From an optimization exercise on the open Yosys and OpenROAD flow, aimed at small area, a short achievable clock period and few clock cycles per item; shortcuts taken in it are not production practice. Function was checked by simulation only, so behaviour that the tests miss may differ from the original. Power figures rest on the tool's default switching activity, not on a simulated workload.

==> flow/design.v <==
module regn (
    input         clk,
    input         we,
    input  [4:0]  waddr,
    input  [31:0] wdata,
    input  [4:0]  raddr1,
    input  [4:0]  raddr2,
    output [31:0] rdata1,
    output [31:0] rdata2
);
    wire [31:0] wsel;
    dec5to32 wdec(.data_in(waddr), .data_out(wsel));
    reg [31:0] r [1:31];
    integer k;
    always @(posedge clk)
        for (k = 1; k < 32; k = k + 1)
            if (we && wsel[k]) r[k] <= wdata;
    assign rdata1 = (raddr1 == 5'd0) ? 32'd0 : r[raddr1];
    assign rdata2 = (raddr2 == 5'd0) ? 32'd0 : r[raddr2];
endmodule
module alu (
    input  [2:0]  f3,
    input         alt,       
    input         sub,       
    input  [31:0] a,
    input  [31:0] b,
    output [31:0] sum,
    output reg [31:0] result,
    output        taken
);
    wire [32:0] s   = {1'b0, a} + {1'b0, b} + {32'd0, sub};
    assign sum = s[31:0];
    wire        ltu = ~s[32];
    wire        lt  = (a[31] ^ b[31]) ? s[31] : a[31];    
    wire        eq  = &(a ^ b);                           
    wire t = f3[2] ? (f3[1] ? ltu : lt) : eq;
    assign taken = t ^ f3[0];
    wire        left = (f3 == 3'd1);
    wire [31:0] a_rev;
    genvar i;
    generate for (i = 0; i < 32; i = i + 1) begin : rev_in
        assign a_rev[i] = a[31 - i];
    end endgenerate
    wire [31:0] sh_in = left ? a_rev : a;
    wire signed [32:0] sh_x = {alt & a[31], sh_in};
    wire signed [32:0] sh_o = sh_x >>> b[4:0];
    wire [31:0] sh_l;
    generate for (i = 0; i < 32; i = i + 1) begin : rev_out
        assign sh_l[i] = sh_o[31 - i];
    end endgenerate
    always @(*) begin
        case (f3)
            3'd0: result = sum;
            3'd1: result = sh_l;
            3'd2: result = {31'd0, lt};
            3'd3: result = {31'd0, ltu};
            3'd4: result = a ^ b;
            3'd5: result = sh_o[31:0];
            3'd6: result = a | b;
            default: result = a & b;
        endcase
    end
endmodule
module dec5to32(
    input [4:0] data_in,
    output [31:0] data_out
);
assign data_out = 32'd1 << data_in;
endmodule
module LoadStoreUnit (
    input  [31:0] rdata,
    input  [1:0]  off,
    input  [2:0]  funct3,
    output reg [31:0] data_out
);
    wire [7:0]  lb = off[1] ? (off[0] ? rdata[31:24] : rdata[23:16])
                            : (off[0] ? rdata[15:8]  : rdata[7:0]);
    wire [15:0] lh = off[1] ? rdata[31:16] : rdata[15:0];
    always @(*) begin
        case (funct3[1:0])
            2'b00:   data_out = {{24{lb[7]  & ~funct3[2]}}, lb};
            2'b01:   data_out = {{16{lh[15] & ~funct3[2]}}, lh};
            default: data_out = rdata;
        endcase
    end
endmodule
module StoreLanes (
    input  [1:0]  off,
    input  [2:0]  funct3,
    input  [31:0] data_in,
    output reg [3:0]  be,
    output reg [31:0] wdata
);
    always @(*) begin
        case (funct3[1:0])
            2'b00: begin
                be    = 4'b0001 << off;
                wdata = {4{data_in[7:0]}};
            end
            2'b01: begin
                be    = off[1] ? 4'b1100 : 4'b0011;
                wdata = {2{data_in[15:0]}};
            end
            default: begin
                be    = 4'b1111;
                wdata = data_in;
            end
        endcase
    end
endmodule
module RISC_V_Processor_V0(
    input [31:0] command,
    input clk, reset,
    output [31:0] imem_addr,
    output dmem_req,
    output dmem_we,
    output [29:0] dmem_addr,
    output [3:0] dmem_be,
    output [31:0] dmem_wdata,
    input [31:0] dmem_rdata);
    reg  [29:0] pc_f;               
    reg         v_d;
    reg  [31:0] ir_d;
    reg  [29:0] pc_d;
    reg         v_e;
    reg  [31:0] a_e, b_e, x_e;      
    reg  [2:0]  f3_e;
    reg  [2:0]  f3_st_e;            
    reg         alt_e;              
    reg         sub_e;              
    reg         br_e, jalr_e, link_e, ld_e, st_e, wr_e;
    reg  [4:0]  rd_e;
    reg         m_req, m_we;
    reg  [29:0] m_addr;
    reg  [3:0]  m_be;
    reg  [31:0] m_wdata;
    reg         ld_wait, ld_wb;     
    reg  [4:0]  ld_rd;
    reg  [2:0]  ld_f3;
    reg  [1:0]  ld_off;
    assign imem_addr  = {pc_f, 2'b00};
    assign dmem_req   = m_req;
    assign dmem_we    = m_we;
    assign dmem_addr  = m_addr;
    assign dmem_be    = m_be;
    assign dmem_wdata = m_wdata;
    wire [31:0] alu_res;
    wire        alu_taken;
    wire [31:0] ld_val;
    LoadStoreUnit lsu_ld(.rdata(dmem_rdata), .off(ld_off), .funct3(ld_f3), .data_out(ld_val));
    wire        wb_en  = ld_wb ? (ld_rd != 5'd0) : (v_e & wr_e);
    wire [4:0]  wb_rd  = ld_wb ? ld_rd : rd_e;
    wire [31:0] wb_val = ld_wb ? ld_val : (link_e ? x_e : alu_res);
    wire [4:0] rs1 = ir_d[19:15];
    wire [4:0] rs2 = ir_d[24:20];
    wire [31:0] rf_a, rf_b;
    regn RF(.clk(clk), .we(wb_en), .waddr(wb_rd), .wdata(wb_val),
            .raddr1(rs1), .raddr2(rs2), .rdata1(rf_a), .rdata2(rf_b));
    wire [4:0] opc = ir_d[6:2];
    wire [2:0] f3  = ir_d[14:12];
    wire is_lui   = opc == 5'b01101;
    wire is_auipc = opc == 5'b00101;
    wire is_jal   = opc == 5'b11011;
    wire is_jalr  = opc == 5'b11001;
    wire is_br    = opc == 5'b11000;
    wire is_ld    = opc == 5'b00000;
    wire is_st    = opc == 5'b01000;
    wire is_opi   = opc == 5'b00100;
    wire is_op    = opc == 5'b01100;
    wire use1     = ~(is_lui | is_auipc | is_jal);    
    wire use2     = is_op | is_br | is_st;            
    wire [31:0] imm_i = {{21{ir_d[31]}}, ir_d[30:20]};
    wire [31:0] imm_s = {{21{ir_d[31]}}, ir_d[30:25], ir_d[11:7]};
    wire [31:0] imm_b = {{20{ir_d[31]}}, ir_d[7], ir_d[30:25], ir_d[11:8], 1'b0};
    wire [31:0] imm_u = {ir_d[31:12], 12'b0};
    wire [31:0] imm_j = {{12{ir_d[31]}}, ir_d[19:12], ir_d[20], ir_d[30:21], 1'b0};
    wire [29:0] tgt_d = pc_d + (is_jal ? imm_j[31:2] : imm_b[31:2]);
    wire        redir_d = v_d & is_jal;                
    wire cmp_d = ((is_op | is_opi) & (f3 == 3'd2 || f3 == 3'd3)) | is_br;
    wire sub_d = (is_op & ir_d[30] & (f3 == 3'd0)) | cmp_d;
    wire rr2   = is_op | is_br;                        
    wire fwd_a = wb_en & (wb_rd == rs1) & use1;
    wire fwd_b = wb_en & (wb_rd == rs2) & rr2;
    wire fwd_x = wb_en & (wb_rd == rs2) & is_st;
    wire [31:0] a_reg  = is_lui ? 32'd0 : is_auipc ? {pc_d, 2'b00} : rf_a;
    wire [31:0] b_reg  = rr2 ? rf_b : is_st ? imm_s : (is_lui | is_auipc) ? imm_u : imm_i;
    wire [31:0] x_reg  = is_st ? rf_b :
                         (is_jal | is_jalr) ? {pc_f, 2'b00} : {tgt_d, 2'b00};
    wire [31:0] a_next = fwd_a ? wb_val : a_reg;
    wire [31:0] b_next = (fwd_b ? wb_val : b_reg) ^ {32{sub_d}};
    wire [31:0] x_next = fwd_x ? wb_val : x_reg;
    wire [31:0] alu_sum;
    alu ALU(.f3(f3_e), .alt(alt_e), .sub(sub_e), .a(a_e), .b(b_e),
            .sum(alu_sum), .result(alu_res), .taken(alu_taken));
    wire        mispred = v_e & br_e & alu_taken;
    wire        redir_e = mispred | (v_e & jalr_e);
    wire [29:0] tgt_e   = jalr_e ? alu_sum[31:2] : x_e[31:2];
    wire wr_d   = is_op | is_opi | is_lui | is_auipc | is_jal | is_jalr;
    wire dep_ld = (rd_e != 5'd0) & ((use1 & (rs1 == rd_e)) | (use2 & (rs2 == rd_e)) |
                                    (wr_d & (ir_d[11:7] == rd_e)));
    wire dep_w  = (ld_rd != 5'd0) & ((use1 & (rs1 == ld_rd)) | (use2 & (rs2 == ld_rd)));
    wire stall  = v_d & ((v_e & ld_e & (is_ld | dep_ld)) | (ld_wait & (wr_d | is_ld | dep_w)));
    wire [3:0]  st_be;
    wire [31:0] st_data;
    StoreLanes lsu_st(.off(alu_sum[1:0]), .funct3(f3_st_e), .data_in(x_e), .be(st_be), .wdata(st_data));
    always @(posedge clk) begin
        if (reset) begin
            pc_f    <= 30'd0;
            v_d     <= 1'b0;
            v_e     <= 1'b0;
            m_req   <= 1'b0;
            ld_wait <= 1'b0;
            ld_wb   <= 1'b0;
        end else begin
            ld_wait <= v_e & ld_e;
            ld_wb   <= ld_wait;
            m_req   <= v_e & (ld_e | st_e);
            if (redir_e) begin
                pc_f <= tgt_e;
                v_d  <= 1'b0;
                v_e  <= 1'b0;
            end else if (stall) begin
                v_e  <= 1'b0;
            end else begin
                v_e <= v_d;
                if (redir_d) begin
                    pc_f <= tgt_d;
                    v_d  <= 1'b0;
                end else begin
                    pc_f <= pc_f + 30'd1;
                    v_d  <= 1'b1;
                end
            end
        end
    end
    always @(posedge clk) begin
        if (!stall) begin
            ir_d <= command;
            pc_d <= pc_f;
        end
    end
    always @(posedge clk) begin
        begin
            a_e  <= a_next;
            b_e  <= b_next;
            x_e  <= x_next;
            f3_e <= (is_op | is_opi | is_br) ? f3 : 3'd0;
            f3_st_e <= f3;
            alt_e <= (is_op | is_opi) & ir_d[30] & (f3 == 3'd5);
            sub_e <= sub_d;
            br_e   <= is_br;
            jalr_e <= is_jalr;
            link_e <= is_jal | is_jalr;
            ld_e   <= is_ld;
            st_e   <= is_st;
            wr_e   <= wr_d & (ir_d[11:7] != 5'd0);
            rd_e   <= ir_d[11:7];
        end
        begin
            m_we    <= st_e;
            m_addr  <= alu_sum[31:2];
            m_be    <= st_be;
            m_wdata <= st_data;
        end
        if (v_e & ld_e) begin
            ld_rd  <= rd_e;
            ld_f3  <= f3_st_e;
            ld_off <= alu_sum[1:0];
        end
    end
endmodule
==> flow/flow/run.sh <==
#!/bin/bash
set -euo pipefail
bash standard.sh SETUP_SLACK_MARGIN=8.8 finish > flow_make.log 2>&1
==> flow/standard.sh <==
#!/bin/bash
# synth_recipe.tcl (not shown) runs the flow's synth.tcl, then flattens the netlist and writes it again
# the make line also repeats each setting of config.mk as NAME=value (left out here)
make -C /OpenROAD-flow-scripts/flow DESIGN_CONFIG=/design/flow/config.mk WORK_HOME=/design/flow/orfs CLKGATE_MAP_FILE= SYNTH_SCRIPT=/design/flow/synth_recipe.tcl "${@:-finish}"
==> flow/config.mk <==
export PLATFORM = sky130hd
export DESIGN_NAME = RISC_V_Processor_V0
export DESIGN_NICKNAME = RISC_V_Processor_V0
export VERILOG_FILES = /design/flow/design.v
export SDC_FILE = /design/flow/constraint.sdc
export NUM_CORES = 4
export LEC_CHECK = 0
export CAP_MARGIN = 30
export CORE_MARGIN = 2
export CORE_UTILIZATION = 45
export CTS_BUF_LIST = sky130_fd_sc_hd__clkbuf_8
export SLEW_MARGIN = 30
==> flow/constraint.sdc <==
create_clock -name core_clock -period 12.5 [get_ports {clk}]
set_input_delay 2.5000 -clock core_clock [delete_from_list [all_inputs] [get_ports {clk}]]
set_output_delay 2.5000 -clock core_clock [all_outputs]
set_load 0.01 [all_outputs]
==> results of run 1 <==
[worst max path at each step]
stage | slack (ns) | start | endpoint | cells after the start
6_report | 8.52 | m_addr[20] | dmem_addr[20] | 1
5_1_grt | 8.50 | pc_f[29] | imem_addr[31] | 1
4_1_cts | 8.48 | pc_f[24] | imem_addr[26] | 1
3_5_place_dp | 6.70 | dmem_rdata[31] | b_e[14] | 10
3_3_place_gp | 6.74 | dmem_rdata[31] | b_e[14] | 10
2_1_floorplan | 7.98 | dmem_rdata[31] | b_e[9] | 9
[through the flow]
stage               utilization, %  cells  area [µm²]
floorplan                        -   5576       64400
global placement              48.7   7388       68800
detailed placement            48.8   7395       68900
CTS                           54.7   7977       77400
global route                  56.7   8110       80100
finish                        56.7   8126       80200
[metal layers]
metal  share of wire, %  wire, µm  GRT usage [%]  vias to the layer above
met1                 32    116000           56.0                    30200
met2                 39    142000           65.3                     7372
met4                 11     39200           36.9                       32
li1                   -         -              -                    23400
met5               0.23       839          0.595                        -
met3                 18     67500           25.2                     2204
[cells by family (layout without fill, tap and decap cells)]
| kind of cell | after synthesis | count (layout) |
|---|---|---|
| adder cells (fa/ha/maj) | 97 | 97 |
| buffers and inverters | 548 | 1167 |
| flip-flops | 1279 | 1279 |
| other | 1 | 20 |
| XOR/XNOR | 111 | 111 |
| AO/OA/AOI/OAI | 1932 | 1944 |
| AND/OR/NAND/NOR | 1437 | 1448 |
| multiplexers | 170 | 170 |
[cell type report]
type	instances	area, µm²
antenna	18	45.0
clock buffer	223	3070
clock inverter	157	947
fill	11800	61200
inverter	112	493
multi-input combinational	3772	29500
sequential	1279	36500
tap	1890	2360
timing repair buffer	670	7170
timing repair inverter	5	38.8
[what timing repair did]
| action | in CTS | in global routing |
|---|---|---|
| cloned | 38 | 20 |
| pin swaps | 91 | 109 |
| buffers inserted | 164 | 111 |
| resized for setup | 1065 | 318 |
| endpoints found under the setup margin | 1275 | 1055 |
[registers in the layout, indices dropped and copies added (netlist names), 2 cells and up]
name     count
pc_d        30
f3_st_e      3
a_e         32
RF.r       992
x_e         32
rd_e         5
f3_e         3
ir_d        30
m_addr      30
b_e         32
pc_f        30
ld_f3        3
m_be         4
ld_rd        5
ld_off       2
m_wdata     32
[placed cells by master (no fill, tap or decap), drive strengths merged, types with 61 or more instances in the layout]
cell | synthesis | layout
ha | 94 | 94
buf | 79 | 593
clkinv | 2 | 61
inv | 110 | 194
nand4 | 157 | 157
edfxtp | 1062 | 1062
xnor2 | 88 | 88
a221oi | 177 | 177
a22oi | 518 | 518
nand3 | 178 | 178
and3 | 92 | 92
mux2i | 89 | 89
nand2 | 306 | 307
clkbuf | 357 | 239
a22o | 160 | 160
nor2 | 329 | 332
o21ai | 171 | 172
a21oi | 342 | 343
dfxtp | 217 | 217
nor3 | 128 | 128
a211oi | 113 | 113
[power groups by stage]
stage | clock network (mW) | registers [mW] | logic (mW)
after detailed placement | 0 | 5.49 | 2.53
after floorplan | 0 | 5.41 | 1.33
final | 3.64 | 5.43 | 3.97
after CTS | 3.61 | 5.40 | 3.27
after global routing | 3.79 | 5.42 | 3.93
after global placement | 0 | 5.49 | 2.49
[worst reg2reg max path, cell delays in order (launching register included)]
cell,delay [ns]
edfxtp_1,0.34
buf_6,0.33
nor2b_2,0.23
buf_6,0.29
and2_2,0.52
buf_6,0.53
a22oi_1,0.22
nand4_1,0.14
nor2_1,0.09
a211oi_2,0.74
a221oi_2,0.17
xnor2_1,0.17
==> qor.csv, run 1 <==
stage,metric,value,unit
sta,RSZ-0062 raised after global routing,yes,
clock_network,clock latency on the worst-skew pair,1.00,ns
sta,worst-margin pin slew,2.10,ns
drt,total number of vias,63200,
pwr,power density over the cells,163,nW/µm²
hold_path,hold endpoint,m_we,
worst_setup_path,CP arrival,1.48,ns
worst_setup_path,cell chain of the critical path,buf_6,
synth,top area cells in the synthesized netlist,"edfxtp_1 50%, dfxtp_1 6.8%, a22oi_1 6.1%, a21oi_1 2.7%, a221oi_1 2.4%",
synth,Yosys top cell area share,49.8,%
synth,Async SR Flop Fraction,0,%
drt,final wirelength,366000,µm
pwr,Net Sw Frac,35.2,%
worst_setup_path,CP Capture Type,output pin,
sta,Setup Skew,0.0777,ns
final_layout,share of cells above drive strength 1,26.1,%
global_route,initial antenna violation count,23,
die,Die W,381,µm
drt,Pre-antenna DRT Iters,14,
clock_network,CTS Buf Count,210,
synth,combinational family with the most area after synthesis,compound AO/OA/AOI/OAI gates,
worst_setup_path,critical path class,register to output pin,
die,Total Die Area,145000,µm²
worst_setup_path,crit start category,register,
clock_network,Max Buffers Root-to-Sink,3,
hold_path,hold path start,st_e,
pwr,Final Power,13.0,mW
sta,Hold Slack,0.336,ns
synth,Compound-Gate Fraction of Synth Area,21.8,%
synth,simple-gate share of the synthesized area,11.2,%
synth,number of synthesized register bits,1279,
clock_network,clk root buf,clkbuf_8,
die,Rows,138,
pwr,Net Sw Power,4.59,mW
sta,"Hold Vio Cnt, Final",0,
die,IO Count,166,
drt,DRC errors left,0,
synth,"area leader, netlist",edfxtp_1,
global_route,number of global-route vias before repair,56900,
synth,"Seq/Total Area, Yosys",56.6,%
run_status,Failed Checks,"max-capacitance violations, max-slew violations",
sta,max_slew headroom,-39.7,%
sta,Final period util,31.9,%
worst_setup_path,Worst R2R Path Depth,11,
sta,setup tns final,0,ns
clock_network,Post-CTS Hold Fix Bufs,0,
placed_design,routability cong.,1.06,
drt,DRT iter0 DRCs,13400,
synth,Post-Synth Adder-Cell Area,1.93,%
synth,Mapped Cells,5575,
sta,Final setup viols,0,
worst_setup_path,CP max stage cell,dfxtp_2,
synth,Synth top cells by count,"1062 x edfxtp_1, 518 x a22oi_1, 356 x clkbuf_1, 341 x a21oi_1, 329 x nor2_1",
drt,ANT nets after route,0,
clock_network,H-tree levels,4,
placed_design,Final HPWL DP,204000,µm
pwr,worst-case vdd ir drop,0.118,mV
job,Max-Cap Viols,1,
sta,max-slew violation count,5,
pwr,Leakage,28.1,nW
synth,Synth Warn #,38,
worst_setup_path,r2r startpoint,ir_d[24],
worst_setup_path,Worst path max stage delay,0.37,ns
drt,vias per std cell,7.78,
placed_design,DP Worst Slack,6.70,ns
hold_path,hold path cells,0,
worst_setup_path,maximum fanout along the worst path,1,
die,Initial Util,45.2,%
worst_setup_path,CP required,10.00,ns
worst_setup_path,Buf/Inv on CP,1,
run_status,status,"complete, but fails checks",
global_route,GRT Total Usage,47.8,%
worst_setup_path,reg2reg end,b_e[15],
worst_setup_path,critical path's top delay family,flip-flops,
synth,"count leader, synth",edfxtp_1,
clock_network,"Reg clk slew, reported paths",0.08,ns
synth,mux share of post-synthesis cell area,3.63,%
sta,Final min period,3.98,ns
synth,"Avg Cell Area, Syn",11.5,µm²
synth,"Cell Area, Synth",64000,µm²
synth,Netlist cell types,101,
drt,wire per inst,45.0,µm
pwr,internal power,8.44,mW
final_layout,area growth from synthesis to layout,25.3,%
pwr,sequential share of power,41.6,%
placed_design,# port buffers,161,
pwr,combinational power share,30.5,%
pwr,Clock Power Share,27.9,%
synth,Post-synth top flop,edfxtp_1,
sta,fin worst setup slack,8.52,ns
clock_network,TritonCTS Sinks,1279,
clock_network,TritonCTS clock tree,done,
sta,FMAX,0.251,GHz
final_layout,fin nets,6213,
die,DIE HEIGHT,381,µm
die,core box area,141000,µm²
worst_setup_path,R2R Setup Slk,8.58,ns
global_route,largest net degree at the start of global routing,59,
synth,number of flops mapped to enable cells by yosys,1062,
global_route,first-pass GRT wire length,478000,µm
global_route,Overflow after GRT,0,
synth,Synth Area in XOR/XNOR,1.52,%
hold_path,Hold Crit Class,register to register,
Testbench counts, summed over its fixed seeds: cycles 34,779, instrs 26,400.
==> run 2: changes to the inputs <==
==> flow/flow/run.sh (replaced) <==
#!/bin/bash
set -euo pipefail
bash standard.sh SETUP_SLACK_MARGIN=8.2 finish > flow_make.log 2>&1
--- a/flow/config.mk
+++ b/flow/config.mk
@@ -7,6 +7,6 @@
 export LEC_CHECK = 0
 export CAP_MARGIN = 30
 export CORE_MARGIN = 2
-export CORE_UTILIZATION = 45
+export CORE_UTILIZATION = 50
 export CTS_BUF_LIST = sky130_fd_sc_hd__clkbuf_8
 export SLEW_MARGIN = 30
==> run 2 against run 1 <==
Against the previous run:
- the run now finishes clean
- sequential power barely moved
- combinational power fell by 24%
- final cell count fell by 5.6%
- synthesized area did not move
- clock power rose by 3%
- largest power group unchanged
==> qor.csv, run 2 <==
stage,metric,value,unit,change
synth,number of flops mapped to enable cells by yosys,1062,,unchanged
synth,Synth top cells by count,"1062 x edfxtp_1, 518 x a22oi_1, 356 x clkbuf_1, 341 x a21oi_1, 329 x nor2_1",,
worst_setup_path,critical path class,register to register,,
synth,Synth Area in XOR/XNOR,1.52,%,unchanged
final_layout,max reg flops,992,,unchanged
synth,number of synthesized register bits,1279,,unchanged
drt,wire per inst,45.2,µm,+0.51%
worst_setup_path,r2r startpoint,ir_d[20],,
die,core box area,127000,µm²,-9.9%
synth,Mapped Cells,5575,,unchanged
worst_setup_path,CP required,13.35,ns,+3.35 ns
sta,RSZ-0062 raised after global routing,yes,,
sta,"Hold Vio Cnt, Final",0,,unchanged
job,Max-Cap Viols,0,,-1
final_layout,Final Util,58.6,%,+1.9 points
placed_design,# port buffers,161,,unchanged
pwr,power density over the cells,163,nW/µm²,+0.27%
synth,"Cell Area, Synth",64000,µm²,unchanged
worst_setup_path,CP arrival,5.43,ns,+3.95 ns
synth,"Avg Cell Area, Syn",11.5,µm²,unchanged
synth,mux share of post-synthesis cell area,3.63,%,unchanged
drt,Pre-antenna DRT Iters,10,,-4
pwr,Final Power,12.2,mW,-6.6%
die,Rows,131,,-5.1%
die,Die W,362,µm,-5.1%
synth,"Seq/Total Area, Yosys",56.6,%,unchanged
final_layout,"commonest non-fill, non-tap cells in the layout","1062 x edfxtp_1, 516 x a22oi_1, 319 x a21oi_1, 302 x nand2_1, 256 x nor2_1",,
synth,Compound-Gate Fraction of Synth Area,21.8,%,unchanged
drt,DRT iter0 DRCs,12700,,-5.4%
sta,FMAX,0.219,GHz,-13%
die,IO Count,166,,unchanged
placed_design,routability cong.,1.07,,+1.0%
synth,Async SR Flop Fraction,0,%,unchanged
placed_design,Final HPWL DP,206000,µm,+0.92%
clock_network,TritonCTS Sinks,1279,,unchanged
global_route,number of global-route vias before repair,55800,,-1.9%
worst_setup_path,CP Capture Type,register,,
global_route,first-pass GRT wire length,462000,µm,-3.2%
clock_network,clock latency on the worst-skew pair,1.01,ns,about the same
clock_network,H-tree levels,4,,unchanged
pwr,worst-case vdd ir drop,0.125,mV,+5.3%
worst_setup_path,Worst R2R Path Depth,12,,+1
worst_setup_path,maximum fanout along the worst path,23,,+22
run_status,status,no timing/DRC/antenna violations,,
drt,ANT nets after route,0,,unchanged
die,Initial Util,50.2,%,+5.0 points
hold_path,hold path cells,0,,unchanged
hold_path,Hold Crit Class,register to register,,
hold_path,hold path start,st_e,,
final_layout,fin nets,5972,,-3.9%
global_route,largest net degree at the start of global routing,62,,+5.1%
pwr,Leakage,26.1,nW,-7.0%
sta,Final setup viols,0,,unchanged
worst_setup_path,Worst Setup SP,ir_d[20],,
clock_network,CTS Buf Count,206,,-1.9%
synth,"area leader, netlist",edfxtp_1,,
final_layout,filler cell count,10600,,-10%
drt,vias per std cell,7.94,,+2.1%
global_route,Overflow after GRT,0,,unchanged
synth,Post-Synth Adder-Cell Area,1.93,%,unchanged
synth,simple-gate share of the synthesized area,11.2,%,unchanged
drt,final wirelength,347000,µm,-5.1%
die,Total Die Area,131000,µm²,-9.9%
synth,"count leader, synth",edfxtp_1,,
hold_path,hold endpoint,m_we,,
worst_setup_path,crit start category,register,,
die,DIE HEIGHT,362,µm,-5.1%
drt,total number of vias,60900,,-3.6%
worst_setup_path,reg2reg end,b_e[3],,
sta,worst-margin pin slew,1.16,ns,-0.937 ns
sta,max-slew violation count,0,,-5
final_layout,"Most flops, register",RF.r,,
drt,DRC errors left,0,,unchanged
sta,Setup Skew,0.0588,ns,-0.0189 ns
sta,max_slew headroom,22.8,%,+62 points
sta,Final min period,4.58,ns,+0.593 ns
sta,Final period util,36.6,%,+4.7 points
final_layout,"commonest non-fill, non-tap cell in the layout",edfxtp_1,,
synth,Yosys top cell area share,49.8,%,unchanged
clock_network,clk root buf,clkbuf_8,,
sta,setup tns final,0,ns,unchanged
clock_network,"Reg clk slew, reported paths",0.07,ns,about the same
final_layout,share of cells above drive strength 1,16.9,%,-9.2 points
synth,Post-synth top flop,edfxtp_1,,
global_route,initial antenna violation count,26,,+13%
clock_network,TritonCTS clock tree,done,,
synth,Synth Warn #,38,,unchanged
global_route,GRT Total Usage,51.6,%,+3.8 points
final_layout,area growth from synthesis to layout,16.7,%,
synth,top area cells in the synthesized netlist,"edfxtp_1 50%, dfxtp_1 6.8%, a22oi_1 6.1%, a21oi_1 2.7%, a221oi_1 2.4%",,
clock_network,Max Buffers Root-to-Sink,3,,unchanged
synth,Netlist cell types,101,,unchanged
synth,combinational family with the most area after synthesis,compound AO/OA/AOI/OAI gates,,
worst_setup_path,R2R Setup Slk,7.92,ns,-0.66 ns
-- run 2: cell families after synthesis --
logic type / after synthesis
compound gates: 1932
simple gates: 1437
flops: 1279
buf+inv: 548
mux: 170
xor+xnor: 111
fa+ha+maj: 97
other cells: 1
-- run 2: timing repair --
item / CTS / global route
pin swaps: 24 / 13
buffers inserted: 47 / 31
setup endpoints to repair: 1081 / 735
cloned: 8 / 3
gates resized for setup: 300 / 73
hold endpoints to repair: 0 / 0
hold buffers: 0 / 0
-- run 2: area by class of cell --
| type | count | area, µm² | area share, % |
|---|---|---|---|
| Clock buffer | 217 | 2990 | 4.00 |
| Clock inverter | 168 | 1140 | 1.53 |
| Timing Repair Buffer | 451 | 4060 | 5.43 |
| Inverter | 112 | 448 | 0.600 |
| Tap cell | 1662 | 2080 | 2.78 |
| Sequential cell | 1279 | 36300 | 48.7 |
| Antenna cell | 23 | 57.6 | 0.0771 |
| Timing Repair inverter | 3 | 22.5 | 0.0302 |
| Multi-Input combinational cell | 3756 | 27500 | 36.9 |
-- run 2: metal layers --
layer  GRT usage, %  vias to the layer above  share of wire [%]
met5           1.29                        -               0.21
met4           41.7                       28                 11
met3           23.7                     2050                 17
met2           72.0                     6706                 40
met1           60.7                    29200                 32
li1               -                    22900                  -
-- run 2: where the power goes --
part,leakage [nW],internal (mW),switching (mW)
clock,2.32,1.88,1.86
sequential,11.5,5.22,0.189
combinational,12.3,0.908,2.12
total,26.1,8.00,4.17
-- run 2: worst max-delay path: stages (launching register included) --
cell	delay (ns)
edfxtp_1	0.32
buf_4	0.37
nor2b_2	0.42
buf_4	0.44
and2_4	0.47
buf_4	0.58
a22oi_1	0.15
nand3_1	0.15
nor4_1	0.08
nor3_1	0.57
nor3_1	0.12
a211o_1	0.31
a211oi_2	0.37
-- run 2: stage by stage --
step / worst slack (ns) / cell area, µm² / hold slack, ns / cells
final: 7.92 / 74700 / 0.362 / 7671
after global routing: 8.05 / 74600 / 0.385 / 7652
after CTS: 8.19 / 74000 / 0.366 / 7613
after detailed placement: 6.42 / 68700 / 0.355 / 7173
after global placement: 6.28 / 68400 / 0.343 / 7165
after floorplan: 7.97 / 64300 / 0.332 / 5576
-- run 2: worst max path at each step --
stage	endpoint	slack, ns	depth (start not counted)
2_1_floorplan	b_e[9]	7.97	9
3_3_place_gp	RF.r[19][13]	6.28	7
3_5_place_dp	b_e[13]	6.42	10
4_1_cts	RF.r[11][20]	8.19	14
5_1_grt	b_e[29]	8.05	13
6_report	b_e[3]	7.92	12
==> run 3: changes to the inputs <==
==> flow/flow/run.sh (replaced) <==
#!/bin/bash
set -euo pipefail
bash standard.sh SETUP_SLACK_MARGIN=8.6 finish > flow_make.log 2>&1
--- a/flow/config.mk
+++ b/flow/config.mk
@@ -7,6 +7,6 @@
 export LEC_CHECK = 0
 export CAP_MARGIN = 30
 export CORE_MARGIN = 2
-export CORE_UTILIZATION = 50
+export CORE_UTILIZATION = 45
 export CTS_BUF_LIST = sky130_fd_sc_hd__clkbuf_8
 export SLEW_MARGIN = 30
==> run 3 against run 2 <==
Against the previous run:
- now fails the layout checks on max-capacitance violations, max-slew violations
- critical endpoint is now b_e[14]
- critical path type unchanged
- fmax rose by 10%
- flip-flop and latch count did not move
- worst setup slack better by 0.42 ns
- final cell count grew 4.2%
- clock-buffer cell count is 3 higher
==> qor.csv, run 3 <==
stage,metric,value,unit,change
hold_path,Hold Crit Class,register to register,,
final_layout,Final Cell Area,77300,µm²,+3.5%
placed_design,placed instance area,69000,µm²,+0.53%
sta,setup tns final,0,ns,unchanged
run_status,status,"complete, but fails checks",,
final_layout,"commonest non-fill, non-tap cell in the layout",edfxtp_1,,
clock_network,CTS Buf Count,203,,-1.5%
synth,Yosys top cell area share,49.8,%,unchanged
worst_setup_path,CP arrival,5.02,ns,-0.41 ns
drt,final wirelength,362000,µm,+4.4%
worst_setup_path,CP required,13.37,ns,+0.02 ns
synth,combinational family with the most area after synthesis,compound AO/OA/AOI/OAI gates,,
final_layout,fin cells,7996,,+4.2%
clock_network,H-tree levels,4,,unchanged
worst_setup_path,CP Capture Type,register,,
synth,"Seq/Total Area, Yosys",56.6,%,unchanged
drt,vias per std cell,7.76,,-2.3%
sta,Final period util,33.2,%,-3.4 points
final_layout,max reg flops,992,,unchanged
die,DIE HEIGHT,381,µm,+5.3%
pwr,Leakage,27.0,nW,+3.2%
synth,"count leader, synth",edfxtp_1,,
placed_design,# port buffers,161,,unchanged
clock_network,Post-CTS Hold Fix Bufs,0,,unchanged
global_route,GRT Total Usage,47.8,%,-3.8 points
job,Max-Cap Viols,1,,+1
synth,Mapped Cells,5575,,unchanged
sta,max-slew violation count,5,,+5
clock_network,TritonCTS Sinks,1279,,unchanged
sta,max_slew headroom,-35.7,%,-58 points
clock_network,Max Buffers Root-to-Sink,3,,unchanged
placed_design,placed cells,7411,,+3.3%
drt,wire per inst,45.3,µm,+0.20%
global_route,largest net degree at the start of global routing,62,,unchanged
pwr,power density over the cells,163,nW/µm²,-0.27%
synth,number of synthesized register bits,1279,,unchanged
clock_network,clk root buf,clkbuf_8,,
die,Rows,138,,+5.3%
synth,"area leader, netlist",edfxtp_1,,
final_layout,share of cells above drive strength 1,23.0,%,+6.0 points
run_status,Failed Checks,"max-capacitance violations, max-slew violations",,
hold_path,hold path cells,0,,unchanged
synth,simple-gate share of the synthesized area,11.2,%,unchanged
hold_path,hold path start,st_e,,
synth,mux share of post-synthesis cell area,3.63,%,unchanged
worst_setup_path,Worst Setup SP,ir_d[20],,
worst_setup_path,critical path class,register to register,,
synth,"Cell Area, Synth",64000,µm²,unchanged
synth,number of flops mapped to enable cells by yosys,1062,,unchanged
clock_network,TritonCTS clock tree,done,,
synth,Post-Synth Adder-Cell Area,1.93,%,unchanged
placed_design,Final HPWL DP,209000,µm,+1.4%
clock_network,clock latency on the worst-skew pair,1.00,ns,about the same
pwr,Net Sw Power,4.34,mW,+4.3%
sta,"Hold Vio Cnt, Final",0,,unchanged
pwr,Clock Power Share,29.4,%,-1.3 points
drt,DRC errors left,0,,unchanged
global_route,number of global-route vias before repair,56700,,+1.7%
clock_network,"Reg clk slew, reported paths",0.09,ns,+0.02 ns
drt,ANT nets after route,0,,unchanged
sta,Setup Skew,0.0687,ns,+0.00992 ns
global_route,first-pass GRT wire length,476000,µm,+3.0%
final_layout,"commonest non-fill, non-tap cells in the layout","1062 x edfxtp_1, 515 x a22oi_1, 310 x buf_4, 302 x a21oi_1, 299 x nand2_1",,
pwr,Net Sw Frac,34.6,%,+0.34 points
final_layout,fin nets,6086,,+1.9%
die,Die W,381,µm,+5.3%
synth,Post-synth top flop,edfxtp_1,,
die,Total Die Area,145000,µm²,+11%
pwr,sequential share of power,43.2,%,-1.3 points
synth,Synth Area in XOR/XNOR,1.52,%,unchanged
pwr,Final Power,12.6,mW,+3.2%
drt,total number of vias,62000,,+1.8%
synth,"Avg Cell Area, Syn",11.5,µm²,unchanged
final_layout,"Most flops, register",RF.r,,
worst_setup_path,maximum fanout along the worst path,26,,+13%
worst_setup_path,Worst R2R Path Depth,12,,unchanged
synth,Synth top cells by count,"1062 x edfxtp_1, 518 x a22oi_1, 356 x clkbuf_1, 341 x a21oi_1, 329 x nor2_1",,
synth,Synth Warn #,38,,unchanged
sta,Final min period,4.15,ns,-0.421 ns
sta,FMAX,0.241,GHz,+10%
worst_setup_path,r2r startpoint,ir_d[20],,
drt,Pre-antenna DRT Iters,13,,+3
drt,DRT iter0 DRCs,13300,,+5.3%
placed_design,routability cong.,1.03,,-3.7%
die,Initial Util,45.2,%,-5.0 points
final_layout,area growth from synthesis to layout,20.8,%,
synth,Compound-Gate Fraction of Synth Area,21.8,%,unchanged
pwr,internal power,8.22,mW,+2.7%
worst_setup_path,crit start category,register,,
synth,Async SR Flop Fraction,0,%,unchanged
sta,RSZ-0062 raised after global routing,yes,,
global_route,initial antenna violation count,28,,+7.7%
sta,Final setup viols,0,,unchanged
pwr,worst-case vdd ir drop,0.110,mV,-12%
die,IO Count,166,,unchanged
pwr,combinational power share,27.4,%,+2.6 points
sta,worst-margin pin slew,2.03,ns,+0.877 ns
synth,top area cells in the synthesized netlist,"edfxtp_1 50%, dfxtp_1 6.8%, a22oi_1 6.1%, a21oi_1 2.7%, a221oi_1 2.4%",,
global_route,Overflow after GRT,0,,unchanged
synth,Netlist cell types,101,,unchanged
die,core box area,141000,µm²,+11%
-- run 3: repair_timing --
| item | CTS | global route |
|---|---|---|
| cloned | 21 | 12 |
| buffers inserted | 114 | 49 |
| pin swaps | 62 | 57 |
| endpoints found under the setup margin | 1232 | 1020 |
| resized for setup | 844 | 222 |
-- run 3: cell type report --
class                           count  area (µm²)
Fill cell                       12100       64100
Clock buffer                      220        3030
Antenna cell                       19        47.5
Timing Repair Buffer              557        5340
Timing Repair inverter              5        35.0
Multi-Input combinational cell   3765       28500
Sequential cell                  1279       36400
Inverter                          112         470
Clock inverter                    149        1030
Tap cell                         1890        2360
-- run 3: kinds of logic (layout without fill, tap and decap cells) --
family | Yosys count | count (layout)
compound gates | 1932 | 1942
simple gates | 1437 | 1443
fa+ha+maj | 97 | 97
other cells | 1 | 21
buf+inv | 548 | 1043
xor+xnor | 111 | 111
flops | 1279 | 1279
mux | 170 | 170
-- run 3: metal layers --
metal / track usage (%) / wire length [µm]
met5: 0.992 / 470
met4: 38.1 / 40500
met3: 24.3 / 64000
met2: 66.0 / 142000
met1: 55.5 / 115000
-- run 3: worst paths after layout --
check	to	slack, ns
worst max register to register	b_e[14]	8.35
worst min register to register	m_we	0.36
worst min-delay path	m_we	0.36
worst max-delay path	b_e[14]	8.35
-- run 3: power groups by stage --
stage	combinational [mW]	clock, mW	sequential [mW]
finish	3.45	3.70	5.42
global route	3.45	3.85	5.42
CTS	3.00	3.67	5.39
detailed placement	2.57	0	5.49
global placement	2.51	0	5.49
floorplan	1.32	0	5.41
-- run 3: critical path, stage by stage (launching register included) --
cell and delay, ns:
edfxtp_1 0.37, buf_8 0.34, and2_0 0.19, buf_4 0.36, and2_4 0.50, buf_4 0.52
a22oi_1 0.20, nand4_1 0.13, nor4_1 0.07, nor3_2 0.67, a21oi_2 0.24, mux2i_1 0.24
xnor2_1 0.15
-- run 3: per-stage QoR --
stage / setup WS [ns] / hold WS (ns) / utilization (%)
final: 8.35 / 0.356 / 54.7
after global routing: 8.50 / 0.360 / 54.6
after CTS: 8.50 / 0.358 / 53.5
after detailed placement: 6.54 / 0.350 / 48.8
after global placement: 6.62 / 0.342 / 48.7
after floorplan: 7.98 / 0.332 / -
==> run 4: changes to the inputs <==
==> flow/flow/run.sh (replaced) <==
#!/bin/bash
set -euo pipefail
bash standard.sh SETUP_SLACK_MARGIN=8.5 finish > flow_make.log 2>&1
--- a/flow/config.mk
+++ b/flow/config.mk
@@ -5,8 +5,8 @@
 export SDC_FILE = /design/flow/constraint.sdc
 export NUM_CORES = 4
 export LEC_CHECK = 0
-export CAP_MARGIN = 30
+export CAP_MARGIN = 20
 export CORE_MARGIN = 2
 export CORE_UTILIZATION = 45
 export CTS_BUF_LIST = sky130_fd_sc_hd__clkbuf_8
-export SLEW_MARGIN = 30
+export SLEW_MARGIN = 20
==> run 4 against run 3 <==
Against the previous run:
- the run now finishes clean
- register-to-register slack got worse by 0.05 ns
- synthesized area unchanged
- hold slack improved by 0.0037 ns
- design area decreased by 1.3%
- first-iteration DRC count increased by 3.2%
- power decreased by 1.7%
- die area unchanged
- sequential power about the same
- flip-flop and latch count unchanged
- critical path type unchanged
- largest power group unchanged
==> qor.csv, run 4 <==
stage,metric,value,unit,change
run_status,status,no timing/DRC/antenna violations,,
drt,ANT nets after route,0,,unchanged
final_layout,share of cells above drive strength 1,21.3,%,-1.6 points
drt,wire per inst,45.3,µm,about the same
die,Rows,138,,unchanged
die,Total Die Area,145000,µm²,unchanged
drt,metal3 WL,63200,µm,-1.3%
sta,max_slew headroom,19.7,%,+55 points
worst_setup_path,Worst path max stage delay,0.83,ns,+0.16 ns
final_layout,Final Cell Area,76300,µm²,-1.3%
clock_network,clock latency on the worst-skew pair,1.00,ns,about the same
drt,Top Metal Used,met5,,
sta,worst-margin pin slew,1.20,ns,-0.839 ns
pwr,power density over the cells,162,nW/µm²,-0.40%
worst_setup_path,R2R Setup Slk,8.29,ns,-0.05 ns
sta,Setup Skew,0.0954,ns,+0.0267 ns
pwr,Leakage,26.5,nW,-1.7%
worst_setup_path,crit start category,register,,
synth,"area leader, netlist",edfxtp_1,,
drt,WL met2,144000,µm,+1.2%
synth,Post-synth top flop,edfxtp_1,,
clock_network,H-tree levels,4,,unchanged
sta,"Hold Vio Cnt, Final",0,,unchanged
placed_design,placed instance area,68800,µm²,-0.31%
synth,top area cells in the synthesized netlist,"edfxtp_1 50%, dfxtp_1 6.8%, a22oi_1 6.1%, a21oi_1 2.7%, a221oi_1 2.4%",,
die,DIE HEIGHT,381,µm,unchanged
synth,Synth Warn #,38,,unchanged
final_layout,fin nets,6061,,-0.41%
clock_network,clk root buf,clkbuf_8,,
sta,Final setup viols,0,,unchanged
worst_setup_path,CP max stage cell,a31oi_1,,
drt,DRC errors left,0,,unchanged
drt,vias per std cell,7.74,,-0.26%
synth,Yosys top cell area share,49.8,%,unchanged
synth,"Seq/Total Area, Yosys",56.6,%,unchanged
final_layout,Final Util,54.0,%,-0.69 points
worst_setup_path,CP arrival,5.01,ns,about the same
clock_network,TritonCTS clock tree,done,,
drt,Pre-antenna DRT Iters,9,,-4
drt,total number of vias,61700,,-0.51%
clock_network,Max Buffers Root-to-Sink,3,,unchanged
sta,Final period util,33.6,%,+0.42 points
placed_design,Final HPWL DP,208000,µm,-0.23%
die,IO Count,166,,unchanged
final_layout,"Most flops, register",RF.r,,
die,Die W,381,µm,unchanged
sta,max-slew violation count,0,,-5
clock_network,Post-CTS Hold Fix Bufs,0,,unchanged
synth,Synth top cells by count,"1062 x edfxtp_1, 518 x a22oi_1, 356 x clkbuf_1, 341 x a21oi_1, 329 x nor2_1",,
worst_setup_path,critical path class,register to register,,
final_layout,area growth from synthesis to layout,19.3,%,
drt,Metal-1 WL,116000,µm,+0.73%
global_route,initial antenna violation count,20,,-29%
synth,number of flops mapped to enable cells by yosys,1062,,unchanged
global_route,Overflow after GRT,0,,unchanged
worst_setup_path,maximum fanout along the worst path,25,,-3.8%
clock_network,"Reg clk slew, reported paths",0.07,ns,-0.02 ns
die,core box area,141000,µm²,unchanged
final_layout,filler cell count,12100,,-0.25%
sta,Hold Slack,0.359,ns,+0.00374 ns
synth,"Cell Area, Synth",64000,µm²,unchanged
synth,Netlist cell types,101,,unchanged
final_layout,max reg flops,992,,unchanged
synth,"count leader, synth",edfxtp_1,,
pwr,worst-case vdd ir drop,0.150,mV,+36%
worst_setup_path,cell chain of the critical path,"buf_4, and2_0, buf_4, and2_2, buf_6, a22oi_1, and4_1, a31oi_1, a21oi_1, nand4b_1, nand2_1, xnor2_1",,
sta,Final min period,4.21,ns,+0.0522 ns
clock_network,CTS Buf Count,209,,+3.0%
final_layout,"commonest non-fill, non-tap cell in the layout",edfxtp_1,,
placed_design,DP Worst Slack,6.47,ns,-0.0676 ns
global_route,first-pass GRT wire length,477000,µm,+0.23%
sta,setup tns final,0,ns,unchanged
placed_design,# port buffers,161,,unchanged
worst_setup_path,"most used cell, CP",buf_4,,
sta,FMAX,0.238,GHz,-1.2%
die,Initial Util,45.2,%,unchanged
clock_network,TritonCTS Sinks,1279,,unchanged
drt,DRT iter0 DRCs,13800,,+3.2%
job,Max-Cap Viols,0,,-1
global_route,GRT Total Usage,47.9,%,+0.074 points
global_route,largest net degree at the start of global routing,59,,-4.8%
final_layout,"commonest non-fill, non-tap cells in the layout","1062 x edfxtp_1, 514 x a22oi_1, 307 x a21oi_1, 296 x nand2_1, 294 x buf_4",,
drt,final wirelength,361000,µm,-0.30%
sta,fin worst setup slack,8.29,ns,-0.0522 ns
sta,RSZ-0062 raised after global routing,yes,,
synth,"Avg Cell Area, Syn",11.5,µm²,unchanged
worst_setup_path,CP Capture Type,register,,
hold_path,Hold Crit Class,register to register,,
placed_design,routability cong.,1.05,,+1.9%
global_route,number of global-route vias before repair,56200,,-0.84%
synth,Async SR Flop Fraction,0,%,unchanged
synth,Mapped Cells,5575,,unchanged
worst_setup_path,CP required,13.30,ns,-0.07 ns
synth,number of synthesized register bits,1279,,unchanged
[run 4: cell count changes in the layout (fill, tap and decap cells not counted), moves of 16 or more]
| cell | previous run | this run |
|---|---|---|
| buf_2 | 36 | 82 |
| dfxtp_1 | 124 | 157 |
| buf_4 | 310 | 294 |
| dfxtp_2 | 55 | 21 |
| clkinv_1 | 33 | 54 |
| buf_6 | 95 | 46 |
[run 4: path summary, 6_finish.rpt]
kind,startpoint,to,depth (start not counted)
worst max-delay path,ir_d[24],b_e[27],12
worst min-delay path,st_e,m_we,0
worst max register to register,ir_d[24],b_e[27],12
worst min register to register,st_e,m_we,0
[run 4: cell type report]
| type | count | area, µm² | area share [%] |
|---|---|---|---|
| tap | 1890 | 2360 | 3.10 |
| inverter | 112 | 479 | 0.628 |
| multi-input combinational | 3763 | 28200 | 37.0 |
| clock buffer | 228 | 3140 | 4.11 |
| timing repair inverter | 3 | 22.5 | 0.0295 |
| sequential | 1279 | 36400 | 47.7 |
| timing repair buffer | 530 | 4740 | 6.21 |
| clock inverter | 156 | 890 | 1.17 |
| antenna | 15 | 37.5 | 0.0492 |
[run 4: timing repair]
item,4_1_cts,5_1_grt
pin swaps,52,31
endpoints found under the setup margin,1259,773
endpoints found under the hold margin,0,0
gates cloned,23,6
setup buffers,117,26
resized for setup,778,140
[run 4: cell families after synthesis]
logic type | share of synthesized area (%)
mux | 3.63
xor+xnor | 1.52
other cells | 0.00586
buf+inv | 3.33
flops | 56.6
fa+ha+maj | 1.93
simple gates | 11.2
compound gates | 21.8
[run 4: worst max-delay path: cells and delay by family, from the launching register on]
kind	cells	cell delay, ns
xor gates and xnor gates	1	0.12
DFF	1	0.32
buffers and inverters	3	1.22
AOI/OAI and AO/OA	3	1.22
and+or+nand+nor	5	1.15
[run 4: layer usage]
metal  up-vias  track usage [%]
met5         -             1.26
met4        18             36.7
met3      2101             23.6
met2      6927             66.6
met1     29600             56.2
li1      23100                -
[run 4: power by group]
| group | switching, mW | leakage [nW] | internal (mW) |
|---|---|---|---|
| Sequential | 0.182 | 11.5 | 5.22 |
| Combinational | 2.31 | 12.7 | 1.04 |
| Clock | 1.84 | 2.26 | 1.76 |
| Total | 4.34 | 26.5 | 8.02 |
[run 4: stage by stage]
step / cells / power, mW
final: 7976 / 12.4
after global routing: 7962 / 12.5
after CTS: 7926 / 12.0
after detailed placement: 7402 / 8.05
after global placement: 7402 / 8.04
after floorplan: 5576 / 6.73
==> run 5: changes to the inputs <==
--- a/flow/design.v
+++ b/flow/design.v
@@ -3,10 +3,10 @@
     input         we,
     input  [4:0]  waddr,
     input  [31:0] wdata,
-    input  [4:0]  raddr1,
-    input  [4:0]  raddr2,
-    output [31:0] rdata1,
-    output [31:0] rdata2
+    input  [31:0] rsel1,
+    input  [31:0] rsel2,
+    output reg [31:0] rdata1,
+    output reg [31:0] rdata2
 );
     wire [31:0] wsel;
     dec5to32 wdec(.data_in(waddr), .data_out(wsel));
@@ -15,8 +15,14 @@
     always @(posedge clk)
         for (k = 1; k < 32; k = k + 1)
             if (we && wsel[k]) r[k] <= wdata;
-    assign rdata1 = (raddr1 == 5'd0) ? 32'd0 : r[raddr1];
-    assign rdata2 = (raddr2 == 5'd0) ? 32'd0 : r[raddr2];
+    always @(*) begin
+        rdata1 = 32'd0;
+        rdata2 = 32'd0;
+        for (k = 1; k < 32; k = k + 1) begin
+            rdata1 = rdata1 | ({32{rsel1[k]}} & r[k]);
+            rdata2 = rdata2 | ({32{rsel2[k]}} & r[k]);
+        end
+    end
 endmodule
 module alu (
     input  [2:0]  f3,
@@ -154,8 +160,12 @@
     wire [4:0] rs1 = ir_d[19:15];
     wire [4:0] rs2 = ir_d[24:20];
     wire [31:0] rf_a, rf_b;
+    reg  [31:0] rsel1_d, rsel2_d;
+    wire [31:0] rsel1_f, rsel2_f;
+    dec5to32 dec_rs1(.data_in(command[19:15]), .data_out(rsel1_f));
+    dec5to32 dec_rs2(.data_in(command[24:20]), .data_out(rsel2_f));
     regn RF(.clk(clk), .we(wb_en), .waddr(wb_rd), .wdata(wb_val),
-            .raddr1(rs1), .raddr2(rs2), .rdata1(rf_a), .rdata2(rf_b));
+            .rsel1(rsel1_d), .rsel2(rsel2_d), .rdata1(rf_a), .rdata2(rf_b));
     wire [4:0] opc = ir_d[6:2];
     wire [2:0] f3  = ir_d[14:12];
     wire is_lui   = opc == 5'b01101;
@@ -237,6 +247,8 @@
         if (!stall) begin
             ir_d <= command;
             pc_d <= pc_f;
+            rsel1_d <= rsel1_f;
+            rsel2_d <= rsel2_f;
         end
     end
     always @(posedge clk) begin
--- a/flow/config.mk
+++ b/flow/config.mk
@@ -5,8 +5,8 @@
 export SDC_FILE = /design/flow/constraint.sdc
 export NUM_CORES = 4
 export LEC_CHECK = 0
-export CAP_MARGIN = 20
+export CAP_MARGIN = 30
 export CORE_MARGIN = 2
-export CORE_UTILIZATION = 45
+export CORE_UTILIZATION = 55
 export CTS_BUF_LIST = sky130_fd_sc_hd__clkbuf_8
-export SLEW_MARGIN = 20
+export SLEW_MARGIN = 30
==> run 5 against run 4 <==
Against the previous run:
- still clean on timing, DRC and antenna
- combinational power increased by 6%
- non-clock buffer count increased by 41
- routed wire length decreased by 6.8%
- synthesized area decreased by 0.45%
- final cell count decreased by 7.2%
- register-to-register slack got worse by 0.34 ns
- clock skew decreased by 0.022 ns
- via count decreased by 1.5%
- clock-buffer cell count decreased by 6
- critical path type unchanged
- critical endpoint is now RF.r[19][31]
- largest cell class unchanged
==> qor.csv, run 5 <==
stage,metric,value,unit,change
clock_network,clk root buf,clkbuf_8,,
worst_setup_path,crit start category,register,,
global_route,Overflow after GRT,0,,unchanged
worst_setup_path,maximum fanout along the worst path,8,,-68%
final_layout,area growth from synthesis to layout,20.6,%,
synth,Synth top cells by count,"1124 x edfxtp_1, 425 x a22oi_1, 338 x clkbuf_1, 331 x nor2_1, 287 x a21oi_1",,
drt,ANT nets after route,0,,unchanged
clock_network,"Reg clk slew, reported paths",0.07,ns,about the same
drt,Pre-antenna DRT Iters,15,,+6
synth,"Seq/Total Area, Yosys",59.8,%,+3.2 points
clock_network,Max Buffers Root-to-Sink,3,,unchanged
clock_network,CTS Buf Count,209,,unchanged
final_layout,fin cells,7399,,-7.2%
pwr,worst-case vdd ir drop,0.124,mV,-18%
global_route,first-pass GRT wire length,444000,µm,-7.1%
placed_design,routability cong.,1.06,,+1.4%
synth,Post-synth top flop,edfxtp_1,,
job,Max-Cap Viols,0,,unchanged
die,Initial Util,55.6,%,+10 points
sta,FMAX,0.220,GHz,-7.6%
die,DIE HEIGHT,344,µm,-9.6%
synth,"Cell Area, Synth",63700,µm²,-0.45%
final_layout,share of cells above drive strength 1,22.9,%,+1.5 points
pwr,power density over the cells,169,nW/µm²,+4.7%
worst_setup_path,cell chain of the critical path,"inv_1, ha_4, nand2_1, o31ai_4, nand2_2, a211oi_2, o31a_1, nand2_2, a21boi_2, o21ai_1, nand2b_1, fa_2, a221o_2, a221oi_2, a21o_4, clkinvlp_4, buf_6, buf_16",,
pwr,Leakage,26.9,nW,+1.4%
run_status,status,no timing/DRC/antenna violations,,
drt,total number of vias,60800,,-1.5%
pwr,Final Power,13.0,mW,+5.4%
worst_setup_path,critical path class,register to register,,
drt,vias per std cell,8.22,,+6.2%
clock_network,clock latency on the worst-skew pair,1.01,ns,about the same
synth,top area cells in the synthesized netlist,"edfxtp_1 53%, dfxtp_1 6.8%, a22oi_1 5.0%, a221oi_1 3.7%, a22o_1 3.5%",,
worst_setup_path,CP required,13.22,ns,-0.08 ns
synth,number of flops mapped to enable cells by yosys,1124,,+5.8%
synth,Async SR Flop Fraction,0,%,unchanged
final_layout,"Most flops, register",RF.r,,
drt,DRT iter0 DRCs,13300,,-3.1%
placed_design,placed cells,6707,,-9.4%
sta,"Hold Vio Cnt, Final",0,,unchanged
sta,Setup Skew,0.0730,ns,-0.0224 ns
worst_setup_path,reg2reg end,RF.r[19][31],,
placed_design,DP Worst Slack,6.15,ns,-0.320 ns
hold_path,hold path cells,0,,unchanged
worst_setup_path,"most used cell, CP",nand2_2,,
global_route,number of global-route vias before repair,55300,,-1.6%
final_layout,fin nets,5856,,-3.4%
final_layout,"commonest non-fill, non-tap cell in the layout",edfxtp_1,,
synth,"count leader, synth",edfxtp_1,,
worst_setup_path,r2r startpoint,b_e[13],,
die,Die W,344,µm,-9.6%
sta,Final setup viols,0,,unchanged
synth,Yosys top cell area share,53.0,%,+3.1 points
global_route,GRT Total Usage,54.9,%,+7.0 points
die,Rows,124,,-10%
die,IO Count,166,,unchanged
worst_setup_path,Buf/Inv on CP,4,,+1
worst_setup_path,CP arrival,5.27,ns,+0.26 ns
clock_network,TritonCTS clock tree,done,,
worst_setup_path,Worst R2R Path Depth,18,,+6
sta,worst-margin pin slew,1.27,ns,+0.0740 ns
sta,setup tns final,0,ns,unchanged
drt,final wirelength,337000,µm,-6.8%
synth,Synth Warn #,6,,-84%
synth,Mapped Cells,5273,,-5.4%
synth,"Avg Cell Area, Syn",12.1,µm²,+5.3%
final_layout,filler cell count,8626,,-29%
clock_network,Post-CTS Hold Fix Bufs,0,,unchanged
sta,max-slew violation count,0,,unchanged
synth,Netlist cell types,85,,-16%
sta,Final min period,4.55,ns,+0.344 ns
drt,DRC errors left,0,,unchanged
hold_path,Hold Crit Class,register to register,,
synth,"area leader, netlist",edfxtp_1,,
placed_design,Final HPWL DP,182000,µm,-13%
worst_setup_path,critical path's top delay family,compound AO/OA/AOI/OAI gates,,
sta,max_slew headroom,15.4,%,-4.3 points
worst_setup_path,CP max stage cell,fa_2,,
final_layout,max reg flops,992,,unchanged
sta,fin worst setup slack,7.95,ns,-0.344 ns
worst_setup_path,R2R Setup Slk,7.95,ns,-0.34 ns
placed_design,# port buffers,161,,unchanged
worst_setup_path,CP Capture Type,register,,
clock_network,TritonCTS Sinks,1341,,+4.8%
die,core box area,115000,µm²,-19%
worst_setup_path,Worst path max stage delay,0.50,ns,-0.33 ns
global_route,largest net degree at the start of global routing,72,,+22%
die,Total Die Area,119000,µm²,-18%
final_layout,"commonest non-fill, non-tap cells in the layout","1124 x edfxtp_1, 421 x a22oi_1, 320 x buf_4, 288 x nor2_1, 257 x a221oi_1",,
sta,RSZ-0062 raised after global routing,yes,,
hold_path,hold path start,st_e,,
sta,Final period util,36.4,%,+2.8 points
drt,wire per inst,45.5,µm,+0.46%
hold_path,hold endpoint,m_we,,
global_route,initial antenna violation count,26,,+30%
synth,number of synthesized register bits,1341,,+4.8%
clock_network,H-tree levels,4,,unchanged
sta,Hold Slack,0.359,ns,+0.000113 ns
[run 5: layout make-up]
cell class	count	area, µm²	area share [%]
Inverter	132	626	0.814
Antenna cell	28	70.1	0.0912
Clock buffer	222	3060	3.98
Timing Repair inverter	26	198	0.257
Timing Repair Buffer	571	5310	6.91
Clock inverter	156	1150	1.50
Multi-Input combinational cell	3411	26200	34.1
Sequential cell	1341	38300	49.9
Tap cell	1512	1890	2.46
[run 5: stage by stage]
step / cell area, µm² / utilization, %
finish: 76800 / 67.0
floorplan: 64500 / -
CTS: 75100 / 65.5
global placement: 67700 / 59.1
global route: 76800 / 67.0
detailed placement: 67800 / 59.1
[run 5: cell families (layout without fill, tap and decap cells)]
kind of cell	Yosys count	count (layout)	share of synthesized area (%)
other	1	30	0.00589
adders and majority gates	98	98	1.97
xor gates and xnor gates	123	123	1.69
DFF	1341	1341	59.8
and+or+nand+nor	1153	1154	8.72
AOI/OAI and AO/OA	1902	1915	21.9
muxes	119	119	2.62
buffers and inverters	536	1107	3.24
[run 5: repair_timing]
action	4_1_cts	5_1_grt
setup endpoints to repair	1342	867
gates cloned	42	17
gates resized for setup	767	197
pin swaps	83	102
setup buffers	139	86
[run 5: power breakdown]
group | internal [mW] | total, mW | switching, mW | leakage, nW
Combinational | 1.19 | 3.54 | 2.34 | 12.3
Sequential | 5.48 | 5.64 | 0.168 | 12.3
Clock | 1.92 | 3.84 | 1.92 | 2.33
[run 5: worst reg2reg max path, stage by stage (launching register included)]
cell and delay [ns]:
dfxtp_1 0.40, inv_1 0.10, ha_4 0.32, nand2_1 0.14, o31ai_4 0.26, nand2_2 0.10, a211oi_2 0.29, o31a_1 0.29
nand2_2 0.08, a21boi_2 0.15, o21ai_1 0.09, nand2b_1 0.11, fa_2 0.50, a221o_2 0.48, a221oi_2 0.22, a21o_4 0.30
clkinvlp_4 0.19, buf_6 0.15, buf_16 0.13
[run 5: per-layer routing]
layer / vias up / global-route usage [%] / part of all wire [%]
met4: 34 / 43.8 / 12
met3: 2456 / 29.2 / 19
li1: 22300 / - / -
met2: 7230 / 75.3 / 39
met1: 28800 / 63.5 / 31
met5: - / 1.16 / 0.21
[run 5: worst max-delay path by stage]
stage / slack (ns) / cells past startpoint / startpoint / end
4_1_cts: 8.15 / 19 / b_e[3] / RF.r[19][31]
5_1_grt: 7.93 / 18 / b_e[13] / RF.r[19][31]
3_3_place_gp: 6.17 / 10 / dmem_rdata[23] / RF.r[28][8]
2_1_floorplan: 7.91 / 10 / dmem_rdata[31] / RF.r[10][8]
6_report: 7.95 / 18 / b_e[13] / RF.r[19][31]
3_5_place_dp: 6.15 / 10 / dmem_rdata[23] / RF.r[22][8]
Testbench counts of run 5, summed over its fixed seeds: cycles 34,779, instrs 26,400.

[afterwards: timing with drivers on the ports]
In the flow no input, the clock included, has a driving cell. The finished layouts below were timed again as built, in two steps. Step 1 assumes that a clkbuf_16 drives the clock port and a buf_2 every other input. Step 2 adds t to the input delays and takes it off the output delays; t is the mean of the earliest and latest rising clock arrival at the registers after step 1. Input paths then give back, and output paths get back, about the clock's delay inside the block. Slacks: ideal / step 1 / step 2; pairs: ideal / step 1.
run	t, ns	setup slack, ns	worst setup path at the end
run 1	1.036	8.518 / 8.442 / 7.583	input to register
run 2	1.054	7.925 / 7.925 / 7.095	input to register
run 3	1.039	8.346 / 8.346 / 7.498	input to register
run 4	1.029	8.294 / 8.294 / 7.426	input to register
run 5	1.056	7.950 / 7.950 / 7.363	input to register
For run 1, which loses most, drivers alone change the setup slack by -0.076 ns; drivers and shift together by -0.935 ns.
